This design comes from an exercise in tuning for small area on the open sky130 flow, not from production work.
Only simulation tests tie the RTL to the original design; equivalence was not proved.
The clock input has no modelled driver; a real chip could not lean on it and would need a root buffer or a full tree.
Power and IR drop assume default switching activity.

==> design/flow/flow/run.sh <==
#!/bin/bash
# Standard synthesis, then every combinational cell at its smallest drive
# strength, then the standard layout from floorplan to finish, with the ports
# buffered by buf_1, a clock tree without dummy loads and a single clock
# buffer (clkbuf_16) driving all the flip-flops.
set -euo pipefail
R=orfs/results/$FLOW_PLATFORM/top/base
LIB=$FLOW_HOME/platforms/$FLOW_PLATFORM/lib/sky130_fd_sc_hd__tt_025C_1v80.lib
bash standard.sh synth > synth.log 2>&1
python3 flow/downsize.py $R/1_2_yosys.v $LIB > downsize.log 2>&1
rm -f $R/1_synth.odb $R/1_synth.sdc
export BUFFER_PORTS_ARGS="-buffer_cell sky130_fd_sc_hd__buf_1"
export CTS_ARGS="-sink_clustering_enable -repair_clock_nets -dont_use_dummy_load"
bash standard.sh cts > layout_cts.log 2>&1
CTS_ODB=$R/4_cts.odb openroad -no_init -exit flow/clocktree.tcl > clocktree.log 2>&1
bash standard.sh > layout.log 2>&1
==> design/flow/flow/clocktree.tcl <==
# The clock tree of this small design: CTS builds a root buffer driving a few
# leaf buffers.  Drive all the flip-flops from the root buffer alone, made a
# clkbuf_16, and legalize the placement again.  The clock port still feeds
# only that one buffer.
read_db $::env(CTS_ODB)
set block [ord::get_db_block]
set clk [$block findNet clk]
set root ""
foreach it [$clk getITerms] {
  set inst [$it getInst]
  if {[regexp {clkbuf} [[$inst getMaster] getName]]} { set root $inst }
}
set rootnet [[$root findITerm X] getNet]
foreach it [$rootnet getITerms] {
  set inst [$it getInst]
  if {$inst == $root} continue
  if {[regexp {clkbuf} [[$inst getMaster] getName]]} {
    set leafnet [[$inst findITerm X] getNet]
    foreach s [$leafnet getITerms] {
      if {[$s getInst] == $inst} continue
      $s disconnect
      $s connect $rootnet
    }
    [$inst findITerm A] disconnect
    [$inst findITerm X] disconnect
    puts "removed leaf buffer [$inst getName]"
    odb::dbInst_destroy $inst
    odb::dbNet_destroy $leafnet
  }
}
$root swapMaster [[ord::get_db] findMaster sky130_fd_sc_hd__clkbuf_16]
puts "root [$root getName] drives [expr [llength [$rootnet getITerms]] - 1] pins"
detailed_placement
check_placement -verbose
write_db $::env(CTS_ODB)
==> design/flow/flow/downsize.py <==
#!/usr/bin/env python3
"""Give every combinational cell in the synthesized netlist the smallest drive
strength of its function (the flow's repair steps upsize again where needed).
Registers, tie cells and buffers keep the cell the standard synthesis chose."""
import re, sys

net, lib = sys.argv[1], sys.argv[2]
dont = set(sys.argv[3].split()) if len(sys.argv) > 3 else set()
text = open(lib).read()
area = {}
for m in re.finditer(r'cell \("(sky130_fd_sc_hd__\w+)"\)\s*\{(.*?)\barea\s*:\s*([\d.]+)', text, re.S):
    area[m.group(1)] = float(m.group(3))
best = {}
for c, a in area.items():
    if c in dont:
        continue
    base = c.rsplit('_', 1)[0]
    if base not in best or a < area[best[base]] or (a == area[best[base]] and c < best[base]):
        best[base] = c
keep = ('dfxtp', 'dfrtp', 'dfstp', 'conb', 'buf', 'clkbuf', 'dlygate', 'dlymetal')
src = open(net).read()
count = {}
def sub(m):
    c = m.group(1)
    base = c.rsplit('_', 1)[0]
    short = base[len('sky130_fd_sc_hd__'):]
    if short.startswith(keep) or base not in best or best[base] == c:
        return m.group(0)
    count[c + ' -> ' + best[base]] = count.get(c + ' -> ' + best[base], 0) + 1
    return best[base] + m.group(2)
src = re.sub(r'\b(sky130_fd_sc_hd__\w+?)(\s+[\\\w])', sub, src)
open(net, 'w').write(src)
for k, v in sorted(count.items()):
    print(v, k)
==> design/flow/standard.sh <==
#!/bin/bash
# synth_recipe.tcl (not shown) runs the flow's synth.tcl, then flattens the netlist and writes it again
# the make line also repeats each setting of config.mk as NAME=value (left out here)
make -C /OpenROAD-flow-scripts/flow DESIGN_CONFIG=/design/flow/config.mk WORK_HOME=/design/flow/orfs CLKGATE_MAP_FILE= SYNTH_SCRIPT=/design/flow/synth_recipe.tcl "${@:-finish}"
==> design/flow/config.mk <==
export PLATFORM = sky130hd
export DESIGN_NAME = top
export DESIGN_NICKNAME = top
export VERILOG_FILES = /design/flow/design.v
export SDC_FILE = /design/flow/constraint.sdc
export NUM_CORES = 4
export LEC_CHECK = 0
export CAP_MARGIN = 20
export CORE_MARGIN = 2
export CORE_UTILIZATION = 40
export SLEW_MARGIN = 20
export SYNTH_HIERARCHICAL = 1
==> design/flow/constraint.sdc <==
create_clock -name core_clock -period 10.0 [get_ports {clk}]
set_input_delay 2.0000 -clock core_clock [delete_from_list [all_inputs] [get_ports {clk}]]
set_output_delay 2.0000 -clock core_clock [all_outputs]
set_load 0.01 [all_outputs]
==> design/flow/design.v <==
module top #(
    parameter   input_clk_freq  = 100_000_000,
    parameter   output_clk_freq = 40_000,
    parameter   setup_time      = 10,
    parameter   pulse_duration  = 10
)(
    input   clk,
    input   rst_n,
    output  SRCLK,
    output  RCLK,
    output  SER
);
    reg [4:0] P;
    reg [5:0] Q;
    reg [5:0] R;
    reg [6:0] U;
    wire n8;
    wire n10;
    wire n12;
    wire n14;
    wire n15;
    wire n17;
    wire n18;
    wire n20;
    wire n22;
    wire n23;
    wire n25;
    wire n27;
    wire n30;
    wire n31;
    wire n32;
    wire n33;
    wire n34;
    wire n35;
    wire n36;
    wire n37;
    wire n39;
    wire n40;
    wire n43;
    wire n44;
    wire n45;
    wire n46;
    wire n47;
    wire n48;
    wire n49;
    wire n51;
    wire n53;
    wire n54;
    wire n55;
    wire n56;
    wire n57;
    wire n58;
    wire n60;
    wire n61;
    wire n62;
    wire n63;
    wire n64;
    wire n65;
    wire n66;
    wire n67;
    wire n68;
    wire n69;
    wire n70;
    wire n71;
    wire n73;
    wire n74;
    wire n75;
    wire n76;
    wire n77;
    wire n78;
    wire n79;
    wire n80;
    wire n81;
    wire n82;
    wire n83;
    wire n84;
    wire n85;
    wire n86;
    wire n87;
    wire n88;
    wire n89;
    wire n90;
    wire n91;
    wire n92;
    wire n93;
    wire n94;
    wire n95;
    wire n96;
    wire n97;
    wire n98;
    wire n99;
    wire n100;
    wire n101;
    wire n102;
    wire n103;
    wire n104;
    wire n105;
    wire n106;
    wire n107;
    wire n108;
    wire n109;
    wire n110;
    wire n111;
    wire n112;
    wire n113;
    wire n114;
    wire n115;
    wire n116;
    wire n117;
    wire n118;
    wire n119;
    wire n120;
    wire n121;
    wire n122;
    wire n123;
    wire n124;
    wire n125;
    wire n126;
    wire n127;
    wire n128;
    wire n129;
    wire n130;
    wire n131;
    wire n132;
    wire n133;
    wire n134;
    wire n135;
    wire n136;
    wire n137;
    wire n138;
    wire n139;
    wire n140;
    wire n141;
    wire n142;
    wire n143;
    wire n144;
    wire n145;
    wire n146;
    wire n147;
    wire n148;
    wire n149;
    wire n150;
    wire n151;
    wire n152;
    wire n153;
    wire n154;
    wire n155;
    wire n156;
    wire n157;
    wire n158;
    wire n159;
    wire n160;
    wire n161;
    wire n162;
    wire n163;
    wire n164;
    wire n165;
    wire n166;
    wire n167;
    wire n168;
    wire n169;
    wire n170;
    wire n171;
    wire n172;
    wire n174;
    wire n177;
    wire n178;
    wire n180;
    wire n182;
    wire n183;
    wire n184;
    wire n185;
    wire n187;
    wire n188;
    wire n189;
    wire n190;
    wire n191;
    wire n192;
    wire n193;
    wire n194;
    wire n195;
    wire n196;
    wire n197;
    wire n198;
    wire n199;
    wire n200;
    wire n201;
    wire n202;
    wire n203;
    wire n204;
    wire n205;
    wire n206;
    wire n207;
    wire n208;
    wire n209;
    wire n210;
    wire n211;
    wire n212;
    wire n213;
    wire n214;
    wire n215;
    wire n216;
    wire n217;
    wire n218;
    wire n219;
    wire n220;
    wire n221;
    wire n222;
    wire n223;
    wire n224;
    wire n225;
    wire n226;
    wire n227;
    wire n228;
    wire n229;
    wire n230;
    wire n231;
    wire n232;
    wire n233;
    wire n234;
    wire n235;
    wire n236;
    wire n237;
    wire n238;
    wire n239;
    wire n240;
    wire n241;
    wire n242;
    wire n243;
    wire n244;
    wire n245;
    wire n246;
    wire n247;
    wire n248;
    wire n249;
    wire n250;
    wire n251;
    wire n252;
    wire n253;
    wire n254;
    wire n255;
    wire n256;
    wire n257;
    wire n258;
    wire n259;
    wire n260;
    wire n261;
    wire n262;
    wire n263;
    wire n264;
    wire n265;
    wire n266;
    wire n267;
    wire n268;
    wire n269;
    always @(posedge clk) begin
        P[0] <= n252;
        P[1] <= n251;
        P[2] <= n222;
        P[3] <= n249;
        P[4] <= n269;
        Q[0] <= n245;
        Q[1] <= n243;
        Q[2] <= n241;
        Q[3] <= n239;
        Q[4] <= n231;
        Q[5] <= n236;
        R[0] <= n225;
        R[1] <= n219;
        R[2] <= n218;
        R[3] <= n216;
        R[4] <= n268;
        R[5] <= n238;
        U[0] <= n265;
        U[1] <= n263;
        U[2] <= n261;
        U[3] <= n258;
        U[4] <= n255;
        U[5] <= n254;
        U[6] <= n220;
    end
    lm_clkinv g0 (.A(U[2]), .Y(n8));
    lm_clkinv g1 (.A(U[1]), .Y(n10));
    lm_clkinv g2 (.A(Q[1]), .Y(n12));
    lm_clkinv g3 (.A(Q[2]), .Y(n14));
    lm_nor2 g4 (.A(n12), .B(n14), .Y(n15));
    lm_nand2 g5 (.A(Q[0]), .B(n15), .Y(n17));
    lm_clkinv g6 (.A(Q[0]), .Y(n18));
    lm_clkinv g7 (.A(Q[3]), .Y(n20));
    lm_clkinv g8 (.A(Q[4]), .Y(n22));
    lm_nor2 g9 (.A(n20), .B(n22), .Y(n23));
    lm_clkinv g10 (.A(Q[5]), .Y(n25));
    lm_clkinv g11 (.A(R[3]), .Y(n27));
    lm_nor2 g12 (.A(R[4]), .B(R[5]), .Y(n30));
    lm_o2111ai g13 (.A1(n18), .A2(n23), .B1(n25), .C1(n27), .D1(n30), .Y(n31));
    lm_nor2 g14 (.A(Q[2]), .B(Q[4]), .Y(n32));
    lm_clkinv g15 (.A(n32), .Y(n33));
    lm_nor2 g16 (.A(Q[3]), .B(n33), .Y(n34));
    lm_clkinv g17 (.A(n34), .Y(n35));
    lm_nor3 g18 (.A(Q[1]), .B(Q[5]), .C(n35), .Y(n36));
    lm_nor2 g19 (.A(n31), .B(n36), .Y(n37));
    lm_clkinv g20 (.A(R[2]), .Y(n39));
    lm_nand3 g21 (.A(n17), .B(n37), .C(n39), .Y(n40));
    lm_nor2 g22 (.A(R[0]), .B(R[1]), .Y(n43));
    lm_clkinv g23 (.A(n43), .Y(n44));
    lm_o21a g24 (.A1(n18), .A2(Q[5]), .B1(n30), .X(n45));
    lm_nand3 g25 (.A(Q[1]), .B(Q[5]), .C(Q[0]), .Y(n46));
    lm_nor2 g26 (.A(n35), .B(n46), .Y(n47));
    lm_nor2 g27 (.A(n36), .B(n47), .Y(n48));
    lm_nor2 g28 (.A(n45), .B(n48), .Y(n49));
    lm_clkinv g29 (.A(U[0]), .Y(n51));
    lm_clkinv g30 (.A(U[3]), .Y(n53));
    lm_a21oi g31 (.A1(n51), .A2(n53), .B1(n36), .Y(n54));
    lm_nor2 g32 (.A(R[1]), .B(R[2]), .Y(n55));
    lm_nor3 g33 (.A(n27), .B(n48), .C(n55), .Y(n56));
    lm_nor3 g34 (.A(n49), .B(n54), .C(n56), .Y(n57));
    lm_o21ai g35 (.A1(n40), .A2(n44), .B1(n57), .Y(n58));
    lm_clkinv g36 (.A(U[5]), .Y(n60));
    lm_nor2 g37 (.A(Q[1]), .B(n33), .Y(n61));
    lm_a31oi g38 (.A1(n60), .A2(Q[1]), .A3(n20), .B1(n61), .Y(n62));
    lm_nand2 g39 (.A(n17), .B(n37), .Y(n63));
    lm_nor2 g40 (.A(n39), .B(n43), .Y(n64));
    lm_nor2 g41 (.A(n63), .B(n64), .Y(n65));
    lm_o21ai g42 (.A1(R[1]), .A2(R[2]), .B1(n65), .Y(n66));
    lm_nor2 g43 (.A(R[0]), .B(n63), .Y(n67));
    lm_nand2 g44 (.A(n39), .B(n67), .Y(n68));
    lm_a31oi g45 (.A1(Q[3]), .A2(n15), .A3(n68), .B1(U[0]), .Y(n69));
    lm_o21ai g46 (.A1(n62), .A2(n66), .B1(n69), .Y(n70));
    lm_clkinv g47 (.A(n23), .Y(n71));
    lm_clkinv g48 (.A(U[4]), .Y(n73));
    lm_nor2 g49 (.A(n73), .B(U[5]), .Y(n74));
    lm_nand2 g50 (.A(n71), .B(n74), .Y(n75));
    lm_a211oi g51 (.A1(Q[2]), .A2(Q[4]), .B1(n34), .C1(n75), .Y(n76));
    lm_nor2 g52 (.A(U[4]), .B(n18), .Y(n77));
    lm_o21ai g53 (.A1(U[5]), .A2(n12), .B1(n14), .Y(n78));
    lm_nor2 g54 (.A(n60), .B(Q[1]), .Y(n79));
    lm_o22ai g55 (.A1(U[4]), .A2(n18), .B1(n14), .B2(n79), .Y(n80));
    lm_o21ai g56 (.A1(n79), .A2(n78), .B1(n80), .Y(n81));
    lm_o211ai g57 (.A1(n77), .A2(n78), .B1(n23), .C1(n81), .Y(n82));
    lm_nor2 g58 (.A(n12), .B(Q[4]), .Y(n83));
    lm_nand2 g59 (.A(n74), .B(n83), .Y(n84));
    lm_nand2 g60 (.A(n82), .B(n84), .Y(n85));
    lm_o21ai g61 (.A1(n76), .A2(n85), .B1(n25), .Y(n86));
    lm_clkinv g62 (.A(n86), .Y(n87));
    lm_a221o g63 (.A1(U[4]), .A2(n18), .B1(n14), .B2(n79), .C1(n71), .X(n88));
    lm_o32ai g64 (.A1(Q[1]), .A2(n14), .A3(n75), .B1(n80), .B2(n88), .Y(n89));
    lm_clkinv g65 (.A(n89), .Y(n90));
    lm_nand3 g66 (.A(n73), .B(n62), .C(n34), .Y(n91));
    lm_a21oi g67 (.A1(n90), .A2(n91), .B1(Q[5]), .Y(n92));
    lm_o22ai g68 (.A1(n87), .A2(n92), .B1(n40), .B2(n44), .Y(n93));
    lm_nor2 g69 (.A(R[1]), .B(n63), .Y(n94));
    lm_clkinv g70 (.A(n94), .Y(n95));
    lm_clkinv g71 (.A(R[0]), .Y(n96));
    lm_nand2 g72 (.A(n14), .B(n96), .Y(n97));
    lm_a31oi g73 (.A1(Q[3]), .A2(n22), .A3(n97), .B1(n86), .Y(n98));
    lm_nor2 g74 (.A(n20), .B(n32), .Y(n99));
    lm_a211oi g75 (.A1(n90), .A2(n99), .B1(n61), .C1(n86), .Y(n100));
    lm_clkinv g76 (.A(R[1]), .Y(n101));
    lm_nor2 g77 (.A(n101), .B(n40), .Y(n102));
    lm_o21ai g78 (.A1(n98), .A2(n100), .B1(n102), .Y(n103));
    lm_o22ai g79 (.A1(n76), .A2(n89), .B1(n98), .B2(n90), .Y(n104));
    lm_nor2 g80 (.A(n96), .B(n101), .Y(n105));
    lm_nor3 g81 (.A(n63), .B(n105), .C(n55), .Y(n106));
    lm_o311ai g82 (.A1(n34), .A2(n44), .A3(n99), .B1(n106), .C1(n100), .Y(n107));
    lm_o221ai g83 (.A1(n82), .A2(n95), .B1(n103), .B2(n104), .C1(n107), .Y(n108));
    lm_nor2 g84 (.A(n93), .B(n108), .Y(n109));
    lm_nor2 g85 (.A(n53), .B(n109), .Y(n110));
    lm_o21a g86 (.A1(U[3]), .A2(n64), .B1(n56), .X(n111));
    lm_a21oi g87 (.A1(n55), .A2(n67), .B1(U[3]), .Y(n112));
    lm_nor2 g88 (.A(U[0]), .B(n105), .Y(n113));
    lm_nor2 g89 (.A(n96), .B(R[2]), .Y(n114));
    lm_nand2 g90 (.A(n45), .B(n56), .Y(n115));
    lm_o21bai g91 (.A1(n101), .A2(n114), .B1_N(n115), .Y(n116));
    lm_nor3 g92 (.A(n64), .B(n113), .C(n116), .Y(n117));
    lm_o32ai g93 (.A1(n65), .A2(n49), .A3(n111), .B1(n112), .B2(n117), .Y(n118));
    lm_nor2 g94 (.A(n22), .B(n78), .Y(n119));
    lm_clkinv g95 (.A(n119), .Y(n120));
    lm_nor2b g96 (.A(Q[4]), .B_N(n78), .Y(n121));
    lm_a211oi g97 (.A1(n92), .A2(n120), .B1(n96), .C1(n121), .Y(n122));
    lm_nor4 g98 (.A(n98), .B(n100), .C(n122), .D(n105), .Y(n123));
    lm_a2111oi g99 (.A1(R[1]), .A2(n122), .B1(n40), .C1(n93), .D1(n123), .Y(n124));
    lm_nand2 g100 (.A(U[0]), .B(n124), .Y(n125));
    lm_nand2 g101 (.A(n20), .B(n109), .Y(n126));
    lm_a211oi g102 (.A1(n85), .A2(n126), .B1(n39), .C1(n95), .Y(n127));
    lm_nand2 g103 (.A(n82), .B(n67), .Y(n128));
    lm_a21oi g104 (.A1(Q[4]), .A2(n101), .B1(n128), .Y(n129));
    lm_nor3 g105 (.A(n67), .B(n94), .C(n92), .Y(n130));
    lm_nor3 g106 (.A(n108), .B(n129), .C(n130), .Y(n131));
    lm_a21o g107 (.A1(n12), .A2(n108), .B1(n131), .X(n132));
    lm_or3 g108 (.A(n20), .B(n96), .C(n83), .X(n133));
    lm_nor3 g109 (.A(n95), .B(n133), .C(n86), .Y(n134));
    lm_nor3 g110 (.A(n100), .B(n134), .C(n131), .Y(n135));
    lm_a21oi g111 (.A1(n127), .A2(n132), .B1(n135), .Y(n136));
    lm_o2111ai g112 (.A1(n127), .A2(n70), .B1(U[3]), .C1(n40), .D1(n136), .Y(n137));
    lm_o2111ai g113 (.A1(n70), .A2(n110), .B1(n118), .C1(n125), .D1(n137), .Y(n138));
    lm_nor2 g114 (.A(n96), .B(n116), .Y(n139));
    lm_nor2 g115 (.A(n67), .B(n139), .Y(n140));
    lm_o21ai g116 (.A1(n67), .A2(n94), .B1(n44), .Y(n141));
    lm_o21ai g117 (.A1(R[0]), .A2(n39), .B1(n113), .Y(n142));
    lm_o21ai g118 (.A1(n115), .A2(n142), .B1(U[1]), .Y(n143));
    lm_a21oi g119 (.A1(n141), .A2(n57), .B1(n143), .Y(n144));
    lm_clkinv g120 (.A(n107), .Y(n145));
    lm_a21oi g121 (.A1(n12), .A2(Q[2]), .B1(R[0]), .Y(n146));
    lm_o32ai g122 (.A1(n119), .A2(n121), .A3(n67), .B1(n95), .B2(n146), .Y(n147));
    lm_o211ai g123 (.A1(n62), .A2(n65), .B1(n25), .C1(n76), .Y(n148));
    lm_clkinv g124 (.A(n148), .Y(n149));
    lm_nor2 g125 (.A(Q[3]), .B(n22), .Y(n150));
    lm_nor2 g126 (.A(n12), .B(n105), .Y(n151));
    lm_a21oi g127 (.A1(n150), .A2(n151), .B1(n39), .Y(n152));
    lm_o22a g128 (.A1(n136), .A2(n149), .B1(n31), .B2(n152), .X(n153));
    lm_o21ai g129 (.A1(n145), .A2(n147), .B1(n153), .Y(n154));
    lm_nor2 g130 (.A(Q[3]), .B(n154), .Y(n155));
    lm_a2111oi g131 (.A1(R[2]), .A2(n94), .B1(n134), .C1(n145), .D1(n155), .Y(n156));
    lm_o22a g132 (.A1(n103), .A2(n122), .B1(n127), .B2(n156), .X(n157));
    lm_or3 g133 (.A(n82), .B(n92), .C(n66), .X(n158));
    lm_o2111ai g134 (.A1(U[0]), .A2(n157), .B1(U[3]), .C1(n116), .D1(n158), .Y(n159));
    lm_o311a g135 (.A1(n51), .A2(U[3]), .A3(n140), .B1(n144), .C1(n159), .X(n160));
    lm_a31oi g136 (.A1(n10), .A2(n58), .A3(n138), .B1(n160), .Y(n161));
    lm_nor2 g137 (.A(n8), .B(n161), .Y(n162));
    lm_a21oi g138 (.A1(R[1]), .A2(n98), .B1(n134), .Y(n163));
    lm_o21a g139 (.A1(n40), .A2(n163), .B1(n154), .X(n164));
    lm_o211a g140 (.A1(n51), .A2(n164), .B1(n10), .C1(n158), .X(n165));
    lm_o21a g141 (.A1(U[0]), .A2(n149), .B1(n109), .X(n166));
    lm_nor2 g142 (.A(n101), .B(n148), .Y(n167));
    lm_o22a g143 (.A1(n101), .A2(n98), .B1(n124), .B2(n167), .X(n168));
    lm_nor2 g144 (.A(n153), .B(n168), .Y(n169));
    lm_nor2 g145 (.A(U[0]), .B(n169), .Y(n170));
    lm_nor3 g146 (.A(n10), .B(n166), .C(n170), .Y(n171));
    lm_nor4 g147 (.A(U[2]), .B(n53), .C(n165), .D(n171), .Y(n172));
    lm_or2 g148 (.A(n162), .B(n172), .X(SER));
    lm_clkinv g149 (.A(P[2]), .Y(n174));
    lm_nor2 g150 (.A(P[1]), .B(P[0]), .Y(n177));
    lm_nor2 g151 (.A(n174), .B(n177), .Y(n178));
    lm_nor2 g152 (.A(P[3]), .B(n178), .Y(n180));
    lm_o21ai g153 (.A1(n25), .A2(n22), .B1(P[4]), .Y(n182));
    lm_nand2 g154 (.A(P[1]), .B(P[0]), .Y(n183));
    lm_nor2 g155 (.A(n174), .B(n183), .Y(n184));
    lm_nand2 g156 (.A(P[3]), .B(n184), .Y(n185));
    lm_nor4 g157 (.A(U[4]), .B(U[5]), .C(U[0]), .D(U[6]), .Y(n187));
    lm_nand2 g158 (.A(n185), .B(n187), .Y(n188));
    lm_nor3 g159 (.A(n180), .B(n182), .C(n188), .Y(RCLK));
    lm_clkinv g160 (.A(U[6]), .Y(n189));
    lm_a21oi g161 (.A1(P[1]), .A2(P[2]), .B1(P[3]), .Y(n190));
    lm_nor3 g162 (.A(n189), .B(n190), .C(n182), .Y(SRCLK));
    lm_clkinv g163 (.A(P[4]), .Y(n191));
    lm_nor2 g164 (.A(n191), .B(n185), .Y(n192));
    lm_clkinv g165 (.A(n192), .Y(n193));
    lm_nor2 g166 (.A(n51), .B(n193), .Y(n194));
    lm_clkinv g167 (.A(n194), .Y(n195));
    lm_nor2 g168 (.A(n10), .B(n195), .Y(n196));
    lm_clkinv g169 (.A(n196), .Y(n197));
    lm_nor2 g170 (.A(n8), .B(n197), .Y(n198));
    lm_clkinv g171 (.A(n198), .Y(n199));
    lm_nor2 g172 (.A(n53), .B(n199), .Y(n200));
    lm_clkinv g173 (.A(n200), .Y(n201));
    lm_nor2 g174 (.A(n73), .B(n201), .Y(n202));
    lm_nand2 g175 (.A(U[5]), .B(n202), .Y(n203));
    lm_clkinv g176 (.A(n203), .Y(n204));
    lm_nand2 g177 (.A(n189), .B(n204), .Y(n205));
    lm_nor2 g178 (.A(n96), .B(n205), .Y(n206));
    lm_clkinv g179 (.A(n206), .Y(n207));
    lm_nor2 g180 (.A(n101), .B(n207), .Y(n208));
    lm_nand2 g181 (.A(R[2]), .B(n208), .Y(n209));
    lm_or4 g182 (.A(n12), .B(n25), .C(Q[0]), .D(n205), .X(n210));
    lm_nand3 g183 (.A(R[4]), .B(R[5]), .C(n206), .Y(n211));
    lm_nand2 g184 (.A(n210), .B(n211), .Y(n212));
    lm_clkinv g185 (.A(n212), .Y(n213));
    lm_nand2 g186 (.A(rst_n), .B(n213), .Y(n214));
    lm_nor2 g187 (.A(n27), .B(n209), .Y(n215));
    lm_a211oi g188 (.A1(n27), .A2(n209), .B1(n214), .C1(n215), .Y(n216));
    lm_o21ai g189 (.A1(R[2]), .A2(n208), .B1(n209), .Y(n217));
    lm_nor2 g190 (.A(n214), .B(n217), .Y(n218));
    lm_a211oi g191 (.A1(n101), .A2(n207), .B1(n208), .C1(n214), .Y(n219));
    lm_o211ai g192 (.A1(n189), .A2(n204), .B1(rst_n), .C1(n205), .Y(n220));
    lm_clkinv g193 (.A(rst_n), .Y(n221));
    lm_a211oi g194 (.A1(n174), .A2(n183), .B1(n221), .C1(n184), .Y(n222));
    lm_nand2 g195 (.A(n96), .B(n205), .Y(n223));
    lm_nand3 g196 (.A(n207), .B(n210), .C(n223), .Y(n224));
    lm_nand2 g197 (.A(rst_n), .B(n224), .Y(n225));
    lm_a21oi g198 (.A1(Q[3]), .A2(n22), .B1(n150), .Y(n226));
    lm_or2 g199 (.A(n17), .B(n211), .X(n227));
    lm_nor2 g200 (.A(n18), .B(n213), .Y(n228));
    lm_nand2 g201 (.A(Q[1]), .B(n228), .Y(n229));
    lm_a21oi g202 (.A1(n14), .A2(n25), .B1(n229), .Y(n230));
    lm_o221ai g203 (.A1(n226), .A2(n227), .B1(n22), .B2(n230), .C1(rst_n), .Y(n231));
    lm_clkinv g204 (.A(n229), .Y(n232));
    lm_a21oi g205 (.A1(n23), .A2(n232), .B1(Q[5]), .Y(n233));
    lm_a31oi g206 (.A1(Q[5]), .A2(Q[4]), .A3(Q[3]), .B1(n14), .Y(n234));
    lm_nor2 g207 (.A(n229), .B(n234), .Y(n235));
    lm_o21ai g208 (.A1(n233), .A2(n235), .B1(rst_n), .Y(n236));
    lm_a21oi g209 (.A1(R[4]), .A2(n215), .B1(R[5]), .Y(n237));
    lm_o21ai g210 (.A1(n212), .A2(n237), .B1(rst_n), .Y(n238));
    lm_o221ai g211 (.A1(Q[3]), .A2(n227), .B1(n20), .B2(n230), .C1(rst_n), .Y(n239));
    lm_nor2 g212 (.A(Q[2]), .B(n232), .Y(n240));
    lm_o21ai g213 (.A1(n230), .A2(n240), .B1(rst_n), .Y(n241));
    lm_nor2 g214 (.A(Q[1]), .B(n228), .Y(n242));
    lm_o21ai g215 (.A1(n232), .A2(n242), .B1(rst_n), .Y(n243));
    lm_nor2 g216 (.A(Q[0]), .B(n212), .Y(n244));
    lm_o221ai g217 (.A1(n228), .A2(n244), .B1(Q[2]), .B2(n46), .C1(rst_n), .Y(n245));
    lm_nor2 g218 (.A(n187), .B(n193), .Y(n246));
    lm_nor2 g219 (.A(n185), .B(n246), .Y(n247));
    lm_nor2 g220 (.A(n221), .B(n247), .Y(n248));
    lm_o21a g221 (.A1(P[3]), .A2(n184), .B1(n248), .X(n249));
    lm_nor2 g222 (.A(n183), .B(n192), .Y(n250));
    lm_nor3 g223 (.A(n221), .B(n250), .C(n177), .Y(n251));
    lm_nand2 g224 (.A(P[0]), .B(rst_n), .Y(n252));
    lm_nor2 g225 (.A(U[5]), .B(n202), .Y(n253));
    lm_nor3 g226 (.A(n221), .B(n253), .C(n204), .Y(n254));
    lm_a211oi g227 (.A1(n73), .A2(n201), .B1(n221), .C1(n202), .Y(n255));
    lm_nor2 g228 (.A(n189), .B(n203), .Y(n256));
    lm_a21oi g229 (.A1(n53), .A2(n199), .B1(n200), .Y(n257));
    lm_or3 g230 (.A(n221), .B(n256), .C(n257), .X(n258));
    lm_a21oi g231 (.A1(n8), .A2(n197), .B1(n198), .Y(n259));
    lm_nor2 g232 (.A(n256), .B(n259), .Y(n260));
    lm_nor2 g233 (.A(n221), .B(n260), .Y(n261));
    lm_a21oi g234 (.A1(n10), .A2(n195), .B1(n196), .Y(n262));
    lm_or3 g235 (.A(n221), .B(n256), .C(n262), .X(n263));
    lm_nor2 g236 (.A(U[0]), .B(n192), .Y(n264));
    lm_o21ai g237 (.A1(n194), .A2(n264), .B1(rst_n), .Y(n265));
    lm_nand2 g238 (.A(R[4]), .B(n215), .Y(n266));
    lm_o211ai g239 (.A1(R[4]), .A2(n215), .B1(n213), .C1(n266), .Y(n267));
    lm_nand2 g240 (.A(rst_n), .B(n267), .Y(n268));
    lm_o21ai g241 (.A1(n191), .A2(n246), .B1(n248), .Y(n269));
endmodule
module lm_a2111oi(input A1, A2, B1, C1, D1, output Y);
    assign Y = (~A1&~B1&~C1&~D1) | (~A2&~B1&~C1&~D1);
endmodule
module lm_a211oi(input A1, A2, B1, C1, output Y);
    assign Y = (~A1&~B1&~C1) | (~A2&~B1&~C1);
endmodule
module lm_a21o(input A1, A2, B1, output X);
    assign X = (A1&A2) | (B1);
endmodule
module lm_a21oi(input A1, A2, B1, output Y);
    assign Y = (~A1&~B1) | (~A2&~B1);
endmodule
module lm_a221o(input A1, A2, B1, B2, C1, output X);
    assign X = (B1&B2) | (A1&A2) | (C1);
endmodule
module lm_a31oi(input A1, A2, A3, B1, output Y);
    assign Y = (~A1&~B1) | (~A2&~B1) | (~A3&~B1);
endmodule
module lm_clkinv(input A, output Y);
    assign Y = (~A);
endmodule
module lm_nand2(input A, B, output Y);
    assign Y = (~A) | (~B);
endmodule
module lm_nand3(input A, B, C, output Y);
    assign Y = (~A) | (~B) | (~C);
endmodule
module lm_nor2(input A, B, output Y);
    assign Y = (~A&~B);
endmodule
module lm_nor2b(input A, B_N, output Y);
    assign Y = (~A&B_N);
endmodule
module lm_nor3(input A, B, C, output Y);
    assign Y = (~A&~B&~C);
endmodule
module lm_nor4(input A, B, C, D, output Y);
    assign Y = (~A&~B&~C&~D);
endmodule
module lm_o2111ai(input A1, A2, B1, C1, D1, output Y);
    assign Y = (~A1&~A2) | (~B1) | (~C1) | (~D1);
endmodule
module lm_o211a(input A1, A2, B1, C1, output X);
    assign X = (A1&B1&C1) | (A2&B1&C1);
endmodule
module lm_o211ai(input A1, A2, B1, C1, output Y);
    assign Y = (~A1&~A2) | (~B1) | (~C1);
endmodule
module lm_o21a(input A1, A2, B1, output X);
    assign X = (A1&B1) | (A2&B1);
endmodule
module lm_o21ai(input A1, A2, B1, output Y);
    assign Y = (~A1&~A2) | (~B1);
endmodule
module lm_o21bai(input A1, A2, B1_N, output Y);
    assign Y = (~A1&~A2) | (B1_N);
endmodule
module lm_o221ai(input A1, A2, B1, B2, C1, output Y);
    assign Y = (~B1&~B2) | (~A1&~A2) | (~C1);
endmodule
module lm_o22a(input A1, A2, B1, B2, output X);
    assign X = (A1&B1) | (A2&B1) | (A1&B2) | (A2&B2);
endmodule
module lm_o22ai(input A1, A2, B1, B2, output Y);
    assign Y = (~B1&~B2) | (~A1&~A2);
endmodule
module lm_o311a(input A1, A2, A3, B1, C1, output X);
    assign X = (A1&B1&C1) | (A2&B1&C1) | (A3&B1&C1);
endmodule
module lm_o311ai(input A1, A2, A3, B1, C1, output Y);
    assign Y = (~A1&~A2&~A3) | (~B1) | (~C1);
endmodule
module lm_o32ai(input A1, A2, A3, B1, B2, output Y);
    assign Y = (~A1&~A2&~A3) | (~B1&~B2);
endmodule
module lm_or2(input A, B, output X);
    assign X = (A) | (B);
endmodule
module lm_or3(input A, B, C, output X);
    assign X = (A) | (B) | (C);
endmodule
module lm_or4(input A, B, C, D, output X);
    assign X = (A) | (B) | (C) | (D);
endmodule
==> results.txt <==
report_power, final:
group	switching (uW)	leakage (uW)	total (uW)	internal, uW
logic	3.06	0.000533	4.41	1.36
registers	0.827	0.000195	97.6	96.8
clock network	24.0	0.0000123	42.3	18.4
flip-flops by register name, indices dropped and copies added (netlist names):
| register | cells |
|---|---|
| Q | 6 |
| P | 5 |
| R | 6 |
| U | 7 |
layout make-up:
type / count / area (um^2) / share of cell area (%)
inverters: 39 / 146 / 8.20
well taps: 50 / 62.6 / 3.51
multi-input cells: 203 / 1050 / 59.1
repair buffers: 4 / 15.0 / 0.842
flip-flops and latches: 24 / 480 / 26.9
clock buffers: 1 / 25.0 / 1.40
final timing paths:
path / from / to / slack [ns] / cells past startpoint
worst max register to register: P[1] / Q[4] / 5.98 / 24
worst min-delay path: P[0] / P[0] / 0.41 / 1
worst min register to register: P[0] / P[0] / 0.41 / 1
worst max-delay path: Q[1] / SER / 2.67 / 24
worst max-delay path, delay by kind of cell, from the launching register on:
family / cells / cell delay (ns)
simple gates: 6 / 0.76
buf+inv: 2 / 0.32
flops: 1 / 0.49
compound gates: 16 / 3.59
per-stage QoR:
step	area (um^2)	hold WS (ns)
6_report	1780	0.414
3_3_place_gp	1760	0.393
2_1_floorplan	1680	0.379
3_5_place_dp	1760	0.396
4_1_cts	1800	0.419
5_1_grt	1780	0.427
metal layers:
layer	wire, um	track usage (%)
met5	0	0
met4	171	7.35
met3	458	2.92
met2	2100	38.3
met1	2180	36.2
==> results.py <==
metrics = {
    "power": {
        "p_leak_uw": 0.000740,
        "vdd.ir_drop.worst_v": 0.0000637,
        "total_power_uw": 144,
        "power_density_nw_per_um2": 80.9,
    },
    "worst_setup_path": {
        "crit_required_ns": 8.00,
        "path_cells": "inv_1 -> o21ai_0 -> o21ai_0 -> o211ai_1 -> nand2_1 -> o21ai_0 -> a31oi_1 -> o21ai_0 -> o221ai_1 -> nor2_1 -> nand2_1 -> a211oi_1 -> a21oi_1 -> o22a_1 -> o21ai_0 -> nor2_1 -> a2111oi_0 -> o22a_1 -> o2111ai_1 -> o311a_1 -> a31oi_1 -> nor2_1 -> or2_0 -> buf_1",
        "crit_top_cell": "o21ai_0",
        "endpoint_kind": "output port",
        "worstPathArrival_ns": 5.33,
        "critical_path.max_stage_delay_ns": 0.49,
        "start_kind": "flip-flop",
        "slowest_stage": "dfxtp_1",
        "crit_fanout": 9,
        "worst-setup-path-type": "reg -> out",
    },
    "clock_tree": {
        "post_cts_buffers": 0,
        "insertion_delay_ns": 0.16,
        "clock-sinks": 24,
        "path_clk_slew_ns": 0.09,
        "post_cts_resized": 0,
        "cts_hold_buf": 0,
    },
    "drt": {
        "wire_per_inst_um": 15.3,
        "vias": 1914,
        "post-route-drc-count": 0,
        "drt-pass1-iter-count": 5,
        "via_per_inst": 5.96,
        "ant_nets": 0,
        "totalWireLength_um": 4910,
        "dr.first_iter.drc_count": 335,
    },
    "outcome": {
        "outcome": "no timing/DRC/antenna violations",
    },
    "die": {
        "pin_count": 5,
        "num_rows": 23,
        "core_region_area_um2": 4030,
        "die_w_um": 68.8,
        "initial_core_util_pct": 41.7,
        "die_y_um": 68.8,
        "die-area_um2": 4740,
    },
    "timing": {
        "postLayoutSetupSlackWorst_ns": 2.67,
        "min_period_over_period_pct": 73.3,
        "period_minus_slack_ns": 7.33,
        "fin_setup_tns_ns": 0,
        "finalSetupViolCount": 0,
        "slew_headroom_pct": 62.6,
        "worstMarginPinSlew_ns": 0.547,
        "clock.fmax_ghz": 0.136,
        "skew_ns": 0.00821,
        "rsz0062_at_grt": "false",
        "report.final.slew_viol_count": 0,
        "finalHoldViolations": 0,
    },
    "place": {
        "dp_hpwl_um": 3730,
        "post-place-cells": 320,
        "portBuffers": 4,
        "post-place-ws_ns": 3.02,
        "place.gp.congestion": 1.03,
    },
    "logic_synthesis": {
        "syn_area_per_cell_um2": 6.32,
        "syn-num-nets": 268,
        "ys_warn_count": 7,
        "syn_area_um2": 1680,
        "syn_inst": 266,
    },
    "layout": {
        "final_core_util_pct": 44.3,
        "layout_common_cells": "nor2_1 (65), inv_1 (39), nand2_1 (25), dfxtp_1 (24), o21ai_0 (19)",
        "insertedDiodeCount": 0,
        "nNetsFinal": 275,
        "area_growth_pct": 6.10,
        "drive_gt1_share_pct": 0.369,
        "fin_cells": 321,
        "mostFrequentLayoutCell": "nor2_1",
        "n_fill_cell": 446,
    },
    "min_path": {
        "min_path_type": "reg -> reg",
    },
    "grt": {
        "grt_start_max_net_pins": 25,
        "grt.overflow.total": 0,
        "first_global_vias": 1739,
        "grt_pass1_wl_um": 8290,
        "antenna_found_initial": 0,
        "track_usage_pct": 24.9,
    },
    "job": {
        "cap_violations": 0,
    },
}

-- what the ideal ports hide --
In the flow no input, the clock included, has a driving cell. The finished layout below was timed again as built, in two steps.
Step 1 sets driving cells, clkbuf_16 on the clock port and buf_2 on the other inputs (assumed; they add their load-dependent delay and slew).
Step 2, shift: input delay + t, output delay - t, t = (earliest + latest rising clock arrival at the registers) / 2. This alone moves slack from input paths to output paths.
Slacks: ideal / step 1 / step 2; pairs: ideal / step 1.
t, ns: 0.181
setup slack, ns: 2.668 / 2.641 / 2.822
worst setup path after step 2: register to output
latest minus earliest clock arrival (ns): 0.008 / 0.008
After both steps this run still meets setup and hold. The setup slack of this run moves by -0.027 ns with the drivers and by +0.154 ns with both steps.
